Source: an optimization exercise on an open RTL-to-GDS flow (aim: small area). Production flows keep margins and buffers that such runs may drop.
Only simulation tests tie the RTL to the original design; equivalence was not proved.
Power figures rest on the tool's default switching activity, not on a simulated workload.

Setup of ember:
==> module serializer, before the edit <==
module serializer #(
    parameter integer in_bit_width = 512,
    parameter integer out_bit_width = 32
)
(
    input wire clk,
    input wire reset,
    input wire data_ready,
    output reg read_data,
    input wire [in_bit_width-1:0] data_in,
    output reg write_data,
    output reg [out_bit_width-1:0] data_out
);
localparam integer num_segments = in_bit_width / out_bit_width;
localparam integer seg_ctr_bw   = $clog2(num_segments);
localparam integer W = out_bit_width;
reg busy;
reg [seg_ctr_bw-1:0] seg_counter;
reg [in_bit_width-1:0] sreg;
wire last = &seg_counter;
wire load = !busy | last;
wire flip = !seg_counter[0] | last;
always @(posedge clk) begin
    if (reset) begin
        busy <= 1'b0;
        seg_counter <= 0;
    end
    else begin
        busy <= read_data | (busy & !last);
        seg_counter <= seg_counter + busy;
    end
end
always @(posedge clk) begin
    sreg[in_bit_width-1 -: W] <= data_in[in_bit_width-1 -: W];
    sreg[in_bit_width-W-1:0] <= ~(load ? data_in[in_bit_width-W-1:0]
                                       : sreg[in_bit_width-1:W]);
end
always @(*) begin
    read_data = data_ready & load;
    write_data = busy;
    data_out = sreg[W-1:0] ^ {W{flip}};
end
endmodule
==> module deserializer, before the edit <==
module deserializer #(
    parameter integer in_bit_width = 32,
    parameter integer out_bit_width = 512
)
(
    input wire clk,
    input wire reset,
    input wire data_ready,
    output reg read_data,
    input wire [in_bit_width-1:0] data_in,
    output reg write_data,
    output reg [out_bit_width-1:0] data_out
);
localparam integer num_segments = out_bit_width / in_bit_width;
localparam integer seg_ctr_bw   = $clog2(num_segments);
localparam integer W = in_bit_width;
localparam integer SW = out_bit_width - W;    
reg active, word_done;
reg [seg_ctr_bw-1:0] seg_counter;
reg [SW-1:0] sreg;
reg [W-1:0] last_seg;
wire last = &seg_counter;
always @(posedge clk) begin
    if (reset) begin
        active <= 1'b0;
        word_done <= 1'b0;
        seg_counter <= 0;
    end
    else begin
        active <= active | data_ready;
        word_done <= read_data & last;
        seg_counter <= seg_counter + read_data;
    end
end
always @(posedge clk) begin
    if (read_data & !last)
        sreg <= {data_in, sreg[SW-1:W]};
    last_seg <= data_in;
end
always @(*) begin
    read_data = active & data_ready;
    write_data = word_done;
    data_out = {last_seg, sreg};
end
endmodule
clock: 6.0 ns
lec_check: 0
cap_margin: 20
core_area: 10 10 330 330
die_area: 0 0 340 340
slew_margin: 20
standard.sh (not shown) runs the stock make flow with config.mk's settings and CLKGATE_MAP_FILE= SYNTH_SCRIPT=/design/flow/synth_recipe.tcl, a recipe that flattens the netlist after the stock synthesis.
==> flow/flow/run.sh <==
#!/bin/bash
# Standard layout (standard.sh), with two changes: port buffers are buf_1,
# and the clock tree uses small leaf clusters of clkbuf_4 without dummy loads.
set -euo pipefail
export BUFFER_PORTS_ARGS="-buffer_cell sky130_fd_sc_hd__buf_1"
export CTS_ARGS="-sink_clustering_enable -repair_clock_nets -dont_use_dummy_load -buf_list sky130_fd_sc_hd__clkbuf_4 -root_buf sky130_fd_sc_hd__clkbuf_16 -tree_buf sky130_fd_sc_hd__clkbuf_8 -sink_clustering_size 10 -sink_clustering_max_diameter 35"
bash standard.sh > standard.log 2>&1
ember reached the end of the flow, and the finished layout is clean on the timing, design-rule and antenna checks.
The following lists how umber was set up differently from ember:
diff --git a/flow/design.v b/flow/design.v
--- a/flow/design.v
+++ b/flow/design.v
@@ -13,31 +13,38 @@
 );
 localparam integer num_segments = in_bit_width / out_bit_width;
 localparam integer seg_ctr_bw   = $clog2(num_segments);
 localparam integer W = out_bit_width;
+localparam integer SW = in_bit_width - W;
 reg busy;
 reg [seg_ctr_bw-1:0] seg_counter;
+reg ld, ld_n;                        
 reg [in_bit_width-1:0] sreg;
 wire last = &seg_counter;
-wire load = !busy | last;
+wire busy_next = read_data | (busy & !last);
+wire [seg_ctr_bw-1:0] seg_counter_next = seg_counter + busy;
+wire ld_next = !busy_next | (&seg_counter_next);
 wire flip = !seg_counter[0] | last;
 always @(posedge clk) begin
     if (reset) begin
         busy <= 1'b0;
         seg_counter <= 0;
+        ld <= 1'b1;
+        ld_n <= 1'b0;
     end
     else begin
-        busy <= read_data | (busy & !last);
-        seg_counter <= seg_counter + busy;
+        busy <= busy_next;
+        seg_counter <= seg_counter_next;
+        ld <= ld_next;
+        ld_n <= !ld_next;
     end
 end
 always @(posedge clk) begin
     sreg[in_bit_width-1 -: W] <= data_in[in_bit_width-1 -: W];
-    sreg[in_bit_width-W-1:0] <= ~(load ? data_in[in_bit_width-W-1:0]
-                                       : sreg[in_bit_width-1:W]);
+    sreg[SW-1:0] <= ~(({SW{ld}} | sreg[in_bit_width-1:W]) & ({SW{ld_n}} | data_in[SW-1:0]));
 end
 always @(*) begin
-    read_data = data_ready & load;
+    read_data = data_ready & ld;
     write_data = busy;
     data_out = sreg[W-1:0] ^ {W{flip}};
 end
 endmodule
@@ -58,27 +65,32 @@
 localparam integer seg_ctr_bw   = $clog2(num_segments);
 localparam integer W = in_bit_width;
 localparam integer SW = out_bit_width - W;    
 reg active, word_done;
+reg shift, shift_n;
 reg [seg_ctr_bw-1:0] seg_counter;
 reg [SW-1:0] sreg;
 reg [W-1:0] last_seg;
 wire last = &seg_counter;
+wire shift_next = read_data & !last;
 always @(posedge clk) begin
     if (reset) begin
         active <= 1'b0;
         word_done <= 1'b0;
         seg_counter <= 0;
+        shift <= 1'b0;
+        shift_n <= 1'b1;
     end
     else begin
         active <= active | data_ready;
         word_done <= read_data & last;
         seg_counter <= seg_counter + read_data;
+        shift <= shift_next;
+        shift_n <= !shift_next;
     end
 end
 always @(posedge clk) begin
-    if (read_data & !last)
-        sreg <= {data_in, sreg[SW-1:W]};
+    sreg <= ({SW{shift}} & {last_seg, sreg[SW-1:W]}) | ({SW{shift_n}} & sreg);
     last_seg <= data_in;
 end
 always @(*) begin
     read_data = active & data_ready;
--- outcome ---
Diff ember -> umber: share of post-route cells with drive strength above 1 dropped 0.87 points, post-layout utilization of the core dropped 2.3 points, relative contribution of the clock network to total power dropped 1.9 points. There was hardly any difference in met2 demand-to-capacity share in global routing between ember and umber. Per the comparison of umber with ember, net switching power picked up an extra 0.73 mW, post-route minimum period now smaller, largest net degree at the start of global routing up 103, final worst slack picked up an extra 320 ps, total area of multi-input combinational cells shows an increase of 2400 um2. Lower power among umber and ember: ember. Delta (umber minus ember): final cycle utilization of the critical path went down by 5.3 points, non-clock buffer count was more or less identical. The synthesized cell area in umber was lower than what ember gave. Register count in umber is higher than in ember.

-- port drivers added, routing unchanged --
Ports are ideal in the flow. The routed layouts listed here were re-timed in OpenROAD. Step 1: set_driving_cell puts a clkbuf_16 on clk and a buf_2 on each other input, an assumption about the parent block. Step 2 adds t to the input delays and takes it off the output delays; t is the mean of the earliest and latest rising clock arrival at the registers after step 1. Input paths then give back, and output paths get back, about the clock's delay inside the block. Three values: ideal ports, drivers, drivers and shift; two values: the first two.
| run | t, ns | slack for setup (ns) | worst setup path after step 2 |
|---|---|---|---|
| ember | 0.713 | 2.375 / 2.303 / 2.627 | input to register |
| umber | 0.711 | 2.691 / 2.619 / 3.113 | input to output |
After both steps every run listed still meets setup and hold.
